This is an optimization exercise on Yosys and OpenROAD, whose aim is small area, not a production implementation. In this exercise RTL edits were held to simulation tests only and were not proved equivalent to the original. The clock input has no modelled driver; a real chip could not lean on it and would need a root buffer or a full tree. Power and IR drop assume default switching activity.

== quartz ==
==> flow/design.v (excerpt) <==
module motor_controle (
    input  logic clk,
    input  logic rst,
    input  logic sensor,
    output logic led_red, led_green,
    output logic pino_buzzer,
    output logic pino_in1,
    output logic pino_in2,
    output logic pino_in3,
    output logic pino_in4,
    output logic seg_a,
    output logic seg_b,
    output logic seg_c,
    output logic seg_d,
    output logic seg_e,
    output logic seg_f,
    output logic seg_g
);
clock: 10.0 ns
lec_check: 0
cap_margin: 20
core_margin: 2
core_utilization: 60
slew_margin: 20
standard.sh (not shown) runs the stock make flow with config.mk's settings and CLKGATE_MAP_FILE= SYNTH_SCRIPT=/design/flow/synth_recipe.tcl, a recipe that flattens the netlist after the stock synthesis.
==> flow/flow/run.sh <==
#!/bin/bash
set -euo pipefail
export BUFFER_PORTS_ARGS="-buffer_cell sky130_fd_sc_hd__buf_1"
export CTS_ARGS="-sink_clustering_enable -repair_clock_nets -dont_use_dummy_load -sink_clustering_size 30 -sink_clustering_max_diameter 100 -buf_list {sky130_fd_sc_hd__clkbuf_2 sky130_fd_sc_hd__clkbuf_4}"
bash standard.sh "BUFFER_PORTS_ARGS=$BUFFER_PORTS_ARGS" "CTS_ARGS=$CTS_ARGS" finish > standard.log 2>&1
Edits applied to the flow inputs when going from quartz to maple:
Settings: putting CTS_CLUSTER_SIZE at 60 where nothing was set; swapping 60 for 40 in CORE_UTILIZATION; putting CTS_CLUSTER_DIAMETER at 200 where nothing was set.
==> flow/run.sh (new file) <==
#!/bin/bash
# synth_recipe.tcl (not shown) runs the flow's synth.tcl, then flattens the netlist and writes it again
# the make line also repeats each setting of config.mk as NAME=value (left out here)
make -C /OpenROAD-flow-scripts/flow DESIGN_CONFIG=/design/flow/config.mk WORK_HOME=/design/flow/orfs CLKGATE_MAP_FILE= SYNTH_SCRIPT=/design/flow/synth_recipe.tcl finish
removed: flow/flow/run.sh
removed: flow/standard.sh
maple vs. quartz: net switching fraction of the power has remained practically unchanged, count of multi-input gates held steady, area growth from synthesis to final layout +13 points.
Looking at number of rows in the core area, maple sits 24% above quartz.
Against quartz as the reference, maple delivers a lower via count.
Via count of the first global-routing pass ended up 37 lower on maple than on quartz.
maple finished every step from synthesis to the final layout, and the layout passed the timing, design-rule and antenna checks.
Relative to maple, the following input files were edited for violet:
Settings: swapping 40 for 60 in CORE_UTILIZATION; clearing CTS_CLUSTER_DIAMETER, which used to be 200; clearing CTS_CLUSTER_SIZE, which used to be 60.
==> flow/flow/run.sh (new file) <==
#!/bin/bash
set -euo pipefail
here=$(pwd)
cat flow/abc_head.tcl synth_recipe.tcl > my_synth.tcl
export FLOW_ABC_SCRIPT=$here/flow/area.abc
ports="-buffer_cell sky130_fd_sc_hd__buf_1"
cts="-sink_clustering_enable -repair_clock_nets -dont_use_dummy_load -buf_list sky130_fd_sc_hd__clkbuf_4"
export BUFFER_PORTS_ARGS="$ports" CTS_ARGS="$cts"
bash standard.sh "SYNTH_SCRIPT=$here/my_synth.tcl" "ADDER_MAP_FILE=" \
  "BUFFER_PORTS_ARGS=$ports" "CTS_ARGS=$cts" finish > standard.log 2>&1
==> flow/flow/abc_head.tcl (new file) <==
# Map the logic with an area-oriented ABC script ($::env(FLOW_ABC_SCRIPT)) in place of
# ORFS's speed script; everything else is the standard synthesis.
proc abc {args} {
  set i [lsearch -exact $args -script]
  if {$i >= 0} { lset args [expr {$i + 1}] $::env(FLOW_ABC_SCRIPT) }
  yosys abc {*}$args
}
==> flow/flow/area.abc (new file) <==
&get -n
&deepsyn -T 20
&put
dch -f
amap
==> flow/standard.sh (new file) <==
#!/bin/bash
# synth_recipe.tcl (not shown) runs the flow's synth.tcl, then flattens the netlist and writes it again
# the make line also repeats each setting of config.mk as NAME=value (left out here)
make -C /OpenROAD-flow-scripts/flow DESIGN_CONFIG=/design/flow/config.mk WORK_HOME=/design/flow/orfs CLKGATE_MAP_FILE= SYNTH_SCRIPT=/design/flow/synth_recipe.tcl "${@:-finish}"
removed: flow/run.sh
## What came out
- [compare] base=maple new=violet: synthesized area lost 14%, number of filler instances in the final layout lost 262, via total after detailed routing lost 160, minimum clock period after layout picked up an extra 0.51 ns, signed area change from the synthesized netlist to the final layout lost 9.7 points.
- Diff maple -> violet: post-layout worst setup margin now sits lower; area of the die went down; reported leakage power went down 22%; post-layout total power fell 28%.
Relative to violet, the following input files were edited for garnet:
Settings: a change of CORE_UTILIZATION from 60 to 40.
==> flow/run.sh (new file) <==
#!/bin/bash
# synth_recipe.tcl (not shown) runs the flow's synth.tcl, then flattens the netlist and writes it again
# the make line also repeats each setting of config.mk as NAME=value (left out here)
make -C /OpenROAD-flow-scripts/flow DESIGN_CONFIG=/design/flow/config.mk WORK_HOME=/design/flow/orfs CLKGATE_MAP_FILE= SYNTH_SCRIPT=/design/flow/synth_recipe.tcl finish
removed: flow/flow/run.sh
removed: flow/flow/abc_head.tcl
removed: flow/flow/area.abc
removed: flow/standard.sh
==> summary.txt <==
Relative to violet, garnet degrades internal power consumption.
Per the comparison of garnet with violet, worst setup slack went up, count of clock buffers in the final design saw an increase, clock power +about 120%, depth of the critical timing path with buffers and inverters included -2.
garnet falls short of violet in cell area after synthesis.
Diff violet and garnet: portion of the clock cycle consumed by the worst path in the final layout lower in garnet
Via density per instance: garnet < violet
On via count: between violet and garnet, it ends up lower for violet.
In the reports for violet and garnet, the larger non-clock buffer count belongs to garnet.
Sequential share of layout area was higher in violet than in garnet.


wip/violet:
Starting RTL as in the previous note.
Settings: LEC_CHECK=0, CAP_MARGIN=20, CORE_MARGIN=2, CORE_UTILIZATION=60, SLEW_MARGIN=20; clock period 10.0 ns.
==> flow/flow/run.sh <==
#!/bin/bash
set -euo pipefail
here=$(pwd)
cat flow/abc_head.tcl synth_recipe.tcl > my_synth.tcl
export FLOW_ABC_SCRIPT=$here/flow/area.abc
ports="-buffer_cell sky130_fd_sc_hd__buf_1"
cts="-sink_clustering_enable -repair_clock_nets -dont_use_dummy_load -buf_list sky130_fd_sc_hd__clkbuf_4"
export BUFFER_PORTS_ARGS="$ports" CTS_ARGS="$cts"
bash standard.sh "SYNTH_SCRIPT=$here/my_synth.tcl" "ADDER_MAP_FILE=" \
  "BUFFER_PORTS_ARGS=$ports" "CTS_ARGS=$cts" finish > standard.log 2>&1
==> flow/flow/abc_head.tcl <==
# Map the logic with an area-oriented ABC script ($::env(FLOW_ABC_SCRIPT)) in place of
# ORFS's speed script; everything else is the standard synthesis.
proc abc {args} {
  set i [lsearch -exact $args -script]
  if {$i >= 0} { lset args [expr {$i + 1}] $::env(FLOW_ABC_SCRIPT) }
  yosys abc {*}$args
}
==> flow/flow/area.abc <==
strash
dch -f
amap
wip/violet has completed all stages; timing, DRC and antenna checks passed.
### wip/violet -> wip/yarrow
- CTS_BUF_LIST now sky130_fd_sc_hd__clkbuf_4, previously not set
- CTS_CLUSTER_DIAMETER now 200, previously not set
- CORE_UTILIZATION now 40, was 60
- CTS_CLUSTER_SIZE now 60, previously not set
==> flow/run.sh (new file) <==
#!/bin/bash
# synth_recipe.tcl (not shown) runs the flow's synth.tcl, then flattens the netlist and writes it again
# the make line also repeats each setting of config.mk as NAME=value (left out here)
make -C /OpenROAD-flow-scripts/flow DESIGN_CONFIG=/design/flow/config.mk WORK_HOME=/design/flow/orfs CLKGATE_MAP_FILE= SYNTH_SCRIPT=/design/flow/synth_recipe.tcl finish
removed: flow/flow/run.sh
removed: flow/flow/abc_head.tcl
removed: flow/flow/area.abc
removed: flow/standard.sh
Diff wip/yarrow..wip/violet | insertion delay of the later-clocked pin in the worst-skew pair | negligible
Compared with wip/violet, in wip/yarrow met2 layer wire length in the routed design went up by about 9%; via count of the first global-routing pass rose 210.
Compared wip/yarrow vs wip/violet, and first-iteration DRC count is down in wip/yarrow.
What wip/sierra does differently from wip/yarrow at the input level:
- a change of CTS_CLUSTER_SIZE from 60 to 30
- a change of CTS_CLUSTER_DIAMETER from 200 to 100
- a change of CORE_UTILIZATION from 40 to 60
- a change of CTS_BUF_LIST from sky130_fd_sc_hd__clkbuf_4 to sky130_fd_sc_hd__clkbuf_2 sky130_fd_sc_hd__clkbuf_4
## What came out
Taking wip/yarrow as the reference point, the clock buffer count of wip/sierra rises by 2. On clock skew, wip/yarrow tracks wip/sierra almost exactly. Switching fraction of total power is lower on wip/sierra. For the wire length after detailed routing, wip/sierra came in 2.8% higher than wip/yarrow did. Area overhead of the layout relative to synthesis, wip/sierra and wip/yarrow: lower on wip/sierra. Maximum frequency of wip/yarrow is on par with wip/sierra. On fraction of met2 tracks used by global routing: wip/sierra sits above wip/yarrow. Delta (wip/sierra minus wip/yarrow): cell area has decreased; remaining global-route overflow has remained practically unchanged. wip/sierra vs wip/yarrow, worst setup slack went up by 0.0039 ns. Register cell area after layout across wip/sierra and wip/yarrow: no real change.
Setup changes, wip/sierra to wip/indigo
- removing CTS_CLUSTER_DIAMETER (formerly 100)
- removing CTS_BUF_LIST (formerly sky130_fd_sc_hd__clkbuf_2 sky130_fd_sc_hd__clkbuf_4)
- removing CTS_CLUSTER_SIZE (formerly 30)
==> flow/flow/run.sh (new file) <==
#!/bin/bash
set -euo pipefail
export BUFFER_PORTS_ARGS="-buffer_cell sky130_fd_sc_hd__buf_1"
export CTS_ARGS="-sink_clustering_enable -repair_clock_nets -dont_use_dummy_load -sink_clustering_size 60 -sink_clustering_max_diameter 300 -buf_list sky130_fd_sc_hd__clkbuf_8"
bash standard.sh "BUFFER_PORTS_ARGS=$BUFFER_PORTS_ARGS" "CTS_ARGS=$CTS_ARGS" finish > standard.log 2>&1
==> flow/standard.sh (new file) <==
#!/bin/bash
# synth_recipe.tcl (not shown) runs the flow's synth.tcl, then flattens the netlist and writes it again
# the make line also repeats each setting of config.mk as NAME=value (left out here)
make -C /OpenROAD-flow-scripts/flow DESIGN_CONFIG=/design/flow/config.mk WORK_HOME=/design/flow/orfs CLKGATE_MAP_FILE= SYNTH_SCRIPT=/design/flow/synth_recipe.tcl "${@:-finish}"
removed: flow/run.sh
==> summary.txt <==
wip/indigo completed; timing, DRC and antenna clean. Summary: with wip/sierra as the reference, first-pass GRT wire length in wip/indigo moved down by a few percent. wip/indigo: total power about 0.9% below wip/sierra. In the metrics for wip/indigo and wip/sierra, the one carrying the lower worst slew slack as a fraction of its limit is wip/indigo. Max wire length across wip/indigo and wip/sierra: wip/indigo. Final-layout fill cell count ended up about 8% higher on wip/indigo than on wip/sierra. The run showing the smaller design area is wip/indigo. Comparing wip/indigo and wip/sierra, via count is lower on wip/indigo. Maximum level of the CTS H-tree of wip/sierra is on par with wip/indigo. Going from wip/sierra to wip/indigo, number of iterations in the first detailed-routing pass -2, post-route worst setup slack increased 0.48 ns.
Edits applied to the flow inputs when going from wip/indigo to wip/willow:
==> flow/flow/run.sh <==
#!/bin/bash
set -euo pipefail
here=$(pwd)
cat flow/abc_head.tcl synth_recipe.tcl > my_synth.tcl
export FLOW_ABC_SCRIPT=$here/flow/area.abc
ports="-buffer_cell sky130_fd_sc_hd__buf_1"
cts="-sink_clustering_enable -repair_clock_nets -dont_use_dummy_load -buf_list sky130_fd_sc_hd__clkbuf_4"
export BUFFER_PORTS_ARGS="$ports" CTS_ARGS="$cts"
bash standard.sh "SYNTH_SCRIPT=$here/my_synth.tcl" "ADDER_MAP_FILE=" \
  "BUFFER_PORTS_ARGS=$ports" "CTS_ARGS=$cts" finish > standard.log 2>&1
==> flow/flow/abc_head.tcl (new file) <==
# Map the logic with an area-oriented ABC script ($::env(FLOW_ABC_SCRIPT)) in place of
# ORFS's speed script; everything else is the standard synthesis.
proc abc {args} {
  set i [lsearch -exact $args -script]
  if {$i >= 0} { lset args [expr {$i + 1}] $::env(FLOW_ABC_SCRIPT) }
  yosys abc {*}$args
}
==> flow/flow/area.abc (new file) <==
&get -n
&deepsyn -T 20
&put
dch -f
amap
[summary]
- The flow did not stop early for wip/willow: all stages ran, and the layout cleared the timing, design-rule and antenna checks.
- Launch point of the critical path = st[2]: wip/indigo; launch point of the critical path = st[1]: wip/willow
- Of wip/willow and wip/indigo, it is wip/willow that has the lower clock network fraction of design power.
- Total power of wip/willow is lower than that of wip/indigo.
- Clock edge transition at the registers on the reported setup and hold paths: wip/willow > wip/indigo
- [wip/willow] worst setup slack fell 0.95 ns relative to wip/indigo
- Compared with wip/indigo, wip/willow shows post-synthesis net count lower by about 14%.
- Compared to wip/indigo, wip/willow has slew at the pin closest to its max-slew limit 0.015 ns lower.
- | slack of the worst reg-to-reg path | lower: wip/willow |


Another version of the RTL of motor_controle (not shown whole).
Size: ~180 cells after synthesis, about 17 I/O pins, ~1900 sq um of cells after synthesis.
export LEC_CHECK = 0
export CAP_MARGIN = 0
export CORE_MARGIN = 2
export CORE_UTILIZATION = 60
export GPL_TIMING_DRIVEN = 0
export SLEW_MARGIN = 0
create_clock -name core_clock -period 10.0 [get_ports {clk}]
==> flow/flow/run.sh <==
#!/bin/bash
set -euo pipefail
here=$(pwd)
cat flow/abc_head.tcl synth_recipe.tcl > my_synth.tcl
export FLOW_ABC_SCRIPT=$here/flow/area.abc
ports="-buffer_cell sky130_fd_sc_hd__buf_1"
cts="-sink_clustering_enable -repair_clock_nets -dont_use_dummy_load -buf_list sky130_fd_sc_hd__clkbuf_4"
export BUFFER_PORTS_ARGS="$ports" CTS_ARGS="$cts"
export POST_CTS_TCL=$here/flow/clock_buffers.tcl CLOCK_BUFFERS=2 CLOCK_BUFFER_CELL=sky130_fd_sc_hd__buf_12
bash standard.sh "SYNTH_SCRIPT=$here/my_synth.tcl" "ADDER_MAP_FILE=" \
  "MIN_BUF_CELL_AND_PORTS=sky130_fd_sc_hd__buf_1 A X" "BUFFER_PORTS_ARGS=$ports" "CTS_ARGS=$cts" "POST_CTS_TCL=$POST_CTS_TCL" finish > standard.log 2>&1
==> flow/flow/clock_buffers.tcl <==
set block [ord::get_db_block]
set clkbuf_master [[ord::get_db] findMaster $::env(CLOCK_BUFFER_CELL)]
set clk_net [$block findNet clk]
set sinks {}
set old_insts {}
set old_nets {}
# walk the tree from the clock port
set todo [list $clk_net]
while {[llength $todo] > 0} {
  set net [lindex $todo 0]
  set todo [lrange $todo 1 end]
  foreach it [$net getITerms] {
    set inst [$it getInst]
    if {![$it isInputSignal] && [$it getIoType] ne "INPUT"} { continue }
    set m [[$inst getMaster] getName]
    if {[string match "sky130_fd_sc_hd__clkbuf_*" $m] || [string match "sky130_fd_sc_hd__clkinv*" $m] || [string match "sky130_fd_sc_hd__buf_*" $m]} {
      if {[string match "sky130_fd_sc_hd__clkinv*" $m]} { error "unexpected clock inverter [$inst getName]" }
      lappend old_insts $inst
      foreach ot [$inst getITerms] {
        if {[$ot isOutputSignal]} {
          set on [$ot getNet]
          if {$on ne "NULL"} { lappend todo $on; lappend old_nets $on }
        }
      }
    } else {
      lappend sinks $it
    }
  }
}
puts "clock buffers: [llength $sinks] sinks, removing [llength $old_insts] buffers"
# split the sinks into K groups of equal size by position (balanced k-means), one buffer
# per group
set K $::env(CLOCK_BUFFERS)
set pts {}
foreach it $sinks {
  set b [[$it getInst] getBBox]
  lappend pts [list [expr {([$b xMin] + [$b xMax]) / 2.0}] [expr {([$b yMin] + [$b yMax]) / 2.0}]]
}
set n [llength $sinks]
set cents {}
for {set k 0} {$k < $K} {incr k} {
  set p [lindex [lsort -real -index 0 $pts] [expr {int(($k + 0.5) * $n / $K)}]]
  lappend cents $p
}
for {set iter 0} {$iter < 30} {incr iter} {
  # balanced assignment: closest (sink, group) pairs first, at most ceil(n/K) sinks a group
  set cap [expr {($n + $K - 1) / $K}]
  set pairs {}
  set i 0
  foreach p $pts {
    for {set k 0} {$k < $K} {incr k} {
      set c [lindex $cents $k]
      lappend pairs [list [expr {pow([lindex $p 0] - [lindex $c 0], 2) + pow([lindex $p 1] - [lindex $c 1], 2)}] $i $k]
    }
    incr i
  }
  set assign [lrepeat $n -1]
  set fill [lrepeat $K 0]
  foreach pr [lsort -real -index 0 $pairs] {
    lassign $pr d i k
    if {[lindex $assign $i] < 0 && [lindex $fill $k] < $cap} {
      lset assign $i $k
      lset fill $k [expr {[lindex $fill $k] + 1}]
    }
  }
  set nc {}
  for {set k 0} {$k < $K} {incr k} {
    set sx 0; set sy 0; set m 0
    foreach p $pts a $assign { if {$a == $k} { set sx [expr {$sx + [lindex $p 0]}]; set sy [expr {$sy + [lindex $p 1]}]; incr m } }
    if {$m > 0} { lappend nc [list [expr {$sx / $m}] [expr {$sy / $m}]] } else { lappend nc [lindex $cents $k] }
  }
  set cents $nc
}
foreach it $sinks { $it disconnect }
foreach inst $old_insts { odb::dbInst_destroy $inst }
foreach net $old_nets { odb::dbNet_destroy $net }
for {set k 0} {$k < $K} {incr k} {
  set buf [odb::dbInst_create $block $clkbuf_master "clkbuf_grp_$k"]
  set out_net [odb::dbNet_create $block "clknet_grp_$k"]
  $out_net setSigType CLOCK
  foreach it [$buf getITerms] {
    set mt [$it getMTerm]
    if {[$mt getName] eq "A"} { $it connect $clk_net }
    if {[$mt getName] eq "X"} { $it connect $out_net }
  }
  set m 0
  foreach it $sinks a $assign { if {$a == $k} { $it connect $out_net; incr m } }
  set c [lindex $cents $k]
  $buf setLocation [expr {int([lindex $c 0])}] [expr {int([lindex $c 1])}]
  $buf setPlacementStatus PLACED
  puts "clock buffer $k: $m sinks"
}
detailed_placement
check_placement -verbose
estimate_parasitics -placement
report_clock_skew
report_check_types -max_slew -max_capacitance
Other scripts of this flow, unchanged in this note and not shown: flow/flow/abc_head.tcl, flow/flow/area.abc
Change:
--- a/flow/flow/run.sh
+++ b/flow/flow/run.sh
@@ -9 +9 @@
-export POST_CTS_TCL=$here/flow/clock_buffers.tcl CLOCK_BUFFERS=2 CLOCK_BUFFER_CELL=sky130_fd_sc_hd__buf_12
+export POST_CTS_TCL=$here/flow/clock_buffers.tcl CLOCK_BUFFERS=2 CLOCK_BUFFER_CELL=sky130_fd_sc_hd__clkbuf_16
@@ -11 +11 @@
-  "MIN_BUF_CELL_AND_PORTS=sky130_fd_sc_hd__buf_1 A X" "BUFFER_PORTS_ARGS=$ports" "CTS_ARGS=$cts" "POST_CTS_TCL=$POST_CTS_TCL" finish > standard.log 2>&1
+  "BUFFER_PORTS_ARGS=$ports" "CTS_ARGS=$cts" "POST_CTS_TCL=$POST_CTS_TCL" finish > standard.log 2>&1
--- a/flow/flow/clock_buffers.tcl
+++ b/flow/flow/clock_buffers.tcl
@@ -31,2 +31 @@
-# split the sinks into K groups of equal size by position (balanced k-means), one buffer
-# per group
+# split the sinks into K groups by position (k-means), one buffer per group
@@ -46,4 +45 @@
-  # balanced assignment: closest (sink, group) pairs first, at most ceil(n/K) sinks a group
-  set cap [expr {($n + $K - 1) / $K}]
-  set pairs {}
-  set i 0
+  set assign {}
@@ -50,0 +47 @@
+    set best 0; set bd 1e30
@@ -53 +50,2 @@
-      lappend pairs [list [expr {pow([lindex $p 0] - [lindex $c 0], 2) + pow([lindex $p 1] - [lindex $c 1], 2)}] $i $k]
+      set d [expr {pow([lindex $p 0] - [lindex $c 0], 2) + pow([lindex $p 1] - [lindex $c 1], 2)}]
+      if {$d < $bd} { set bd $d; set best $k }
@@ -55,10 +53 @@
-    incr i
-  }
-  set assign [lrepeat $n -1]
-  set fill [lrepeat $K 0]
-  foreach pr [lsort -real -index 0 $pairs] {
-    lassign $pr d i k
-    if {[lindex $assign $i] < 0 && [lindex $fill $k] < $cap} {
-      lset assign $i $k
-      lset fill $k [expr {[lindex $fill $k] + 1}]
-    }
+    lappend assign $best
Settings changed: CAP_MARGIN 0 to 20, GPL_TIMING_DRIVEN 0 to unset, SLEW_MARGIN 0 to 20.
=>
- The new run completed with no timing, DRC or antenna violations
- utilization goes up by 0.25 points
- via count grows by 2.5%
- routed wire length rises by 0.55%
- fmax goes up by 1.2%
- first-iteration DRC count grows by 72%
- global-route usage grows by 0.12 points
- power rose by 1.1%
- cell count is unchanged
Change:
--- a/flow/flow/run.sh
+++ b/flow/flow/run.sh
@@ -9 +9 @@
-export POST_CTS_TCL=$here/flow/clock_buffers.tcl CLOCK_BUFFERS=2 CLOCK_BUFFER_CELL=sky130_fd_sc_hd__clkbuf_16
+export POST_CTS_TCL=$here/flow/clock_buffers.tcl CLOCK_BUFFERS=3 CLOCK_BUFFER_CELL=sky130_fd_sc_hd__clkbuf_8
@@ -11 +11 @@
-  "BUFFER_PORTS_ARGS=$ports" "CTS_ARGS=$cts" "POST_CTS_TCL=$POST_CTS_TCL" finish > standard.log 2>&1
+  "MIN_BUF_CELL_AND_PORTS=sky130_fd_sc_hd__buf_1 A X" "BUFFER_PORTS_ARGS=$ports" "CTS_ARGS=$cts" "POST_CTS_TCL=$POST_CTS_TCL" finish > standard.log 2>&1
--- a/flow/flow/clock_buffers.tcl
+++ b/flow/flow/clock_buffers.tcl
@@ -31 +31,2 @@
-# split the sinks into K groups by position (k-means), one buffer per group
+# split the sinks into K groups of equal size by position (balanced k-means), one buffer
+# per group
@@ -45 +46,4 @@
-  set assign {}
+  # balanced assignment: closest (sink, group) pairs first, at most ceil(n/K) sinks a group
+  set cap [expr {($n + $K - 1) / $K}]
+  set pairs {}
+  set i 0
@@ -47 +50,0 @@
-    set best 0; set bd 1e30
@@ -50,2 +53 @@
-      set d [expr {pow([lindex $p 0] - [lindex $c 0], 2) + pow([lindex $p 1] - [lindex $c 1], 2)}]
-      if {$d < $bd} { set bd $d; set best $k }
+      lappend pairs [list [expr {pow([lindex $p 0] - [lindex $c 0], 2) + pow([lindex $p 1] - [lindex $c 1], 2)}] $i $k]
@@ -53 +55,10 @@
-    lappend assign $best
+    incr i
+  }
+  set assign [lrepeat $n -1]
+  set fill [lrepeat $K 0]
+  foreach pr [lsort -real -index 0 $pairs] {
+    lassign $pr d i k
+    if {[lindex $assign $i] < 0 && [lindex $fill $k] < $cap} {
+      lset assign $i $k
+      lset fill $k [expr {[lindex $fill $k] + 1}]
+    }
After rerunning:
- The new run completed without violations
- worst setup slack is worse by 0.025 ns
- total power fell by 0.99%
- cell area decreases by 0.44%
- utilization shrinks by 0.29 points
- synthesized area hardly moves
- fmax goes down by 0.69%
- worst hold slack improves by 0.0095 ns
- critical path depth stays the same
- sequential power hardly moves
- synthesized cell count does not change
- wire length goes up by 4.8%
Change:
--- a/flow/flow/run.sh
+++ b/flow/flow/run.sh
@@ -9 +9 @@
-export POST_CTS_TCL=$here/flow/clock_buffers.tcl CLOCK_BUFFERS=3 CLOCK_BUFFER_CELL=sky130_fd_sc_hd__clkbuf_8
+export POST_CTS_TCL=$here/flow/clock_buffers.tcl CLOCK_BUFFERS=2 CLOCK_BUFFER_CELL=sky130_fd_sc_hd__buf_12
Maximum frequency came out higher by 1.1%.
Core utilization stays flat.
Power rises by 1.7%.
Flip-flop and latch count stays the same.
Area after synthesis does not change.
Routed wire length goes down by 1.8%.
No run of this note takes its clock network from TritonCTS; it comes from the design's own scripts or RTL.

[port drivers added, routing unchanged]
Ports are ideal in the flow. The routed layouts listed here were re-timed in OpenROAD.
Step 1, drivers: a clkbuf_16 drives clk and a buf_2 each remaining input, both assumed.
Step 2 times the ports against the registers' clock, not the clock port: input delays grow and output delays shrink by t, the midpoint of the rising clock arrivals with the driver on.
Slacks: ideal / step 1 / step 2; pairs: ideal / step 1.
run | t (ns) | slack for setup (ns) | worst setup path after step 2 | worst slew at a driven data input, ns
quartz | 0.400 | 6.145 / 6.122 / 6.522 | register to output | 0.03
maple | 0.348 | 5.761 / 5.735 / 6.083 | register to output | 0.03
violet | 0.383 | 5.247 / 5.225 / 5.608 | register to output | 0.03
garnet | 0.348 | 5.761 / 5.735 / 6.083 | register to output | 0.03
wip/violet | 0.389 | 5.691 / 5.669 / 6.058 | register to output | 0.03
wip/yarrow | 0.402 | 5.710 / 5.685 / 6.087 | register to output | 0.03
wip/sierra | 0.391 | 5.714 / 5.690 / 6.081 | register to output | 0.03
wip/indigo | 0.345 | 6.194 / 6.170 / 6.515 | register to output | 0.03
wip/willow | 0.383 | 5.247 / 5.225 / 5.608 | register to output | 0.03
the first run of note 3 | 0.178 | 6.404 / 6.357 / 6.535 | register to output | 0.03
the second run of note 3 | 0.197 | 6.445 / 6.403 / 6.592 | input to register | 0.03
the third run of note 3 | 0.209 | 6.421 / 6.375 / 6.580 | input to register | 0.03
the fourth run of note 3 | 0.184 | 6.460 / 6.414 / 6.569 | input to register | 0.03
After both steps every run listed still meets setup and hold.
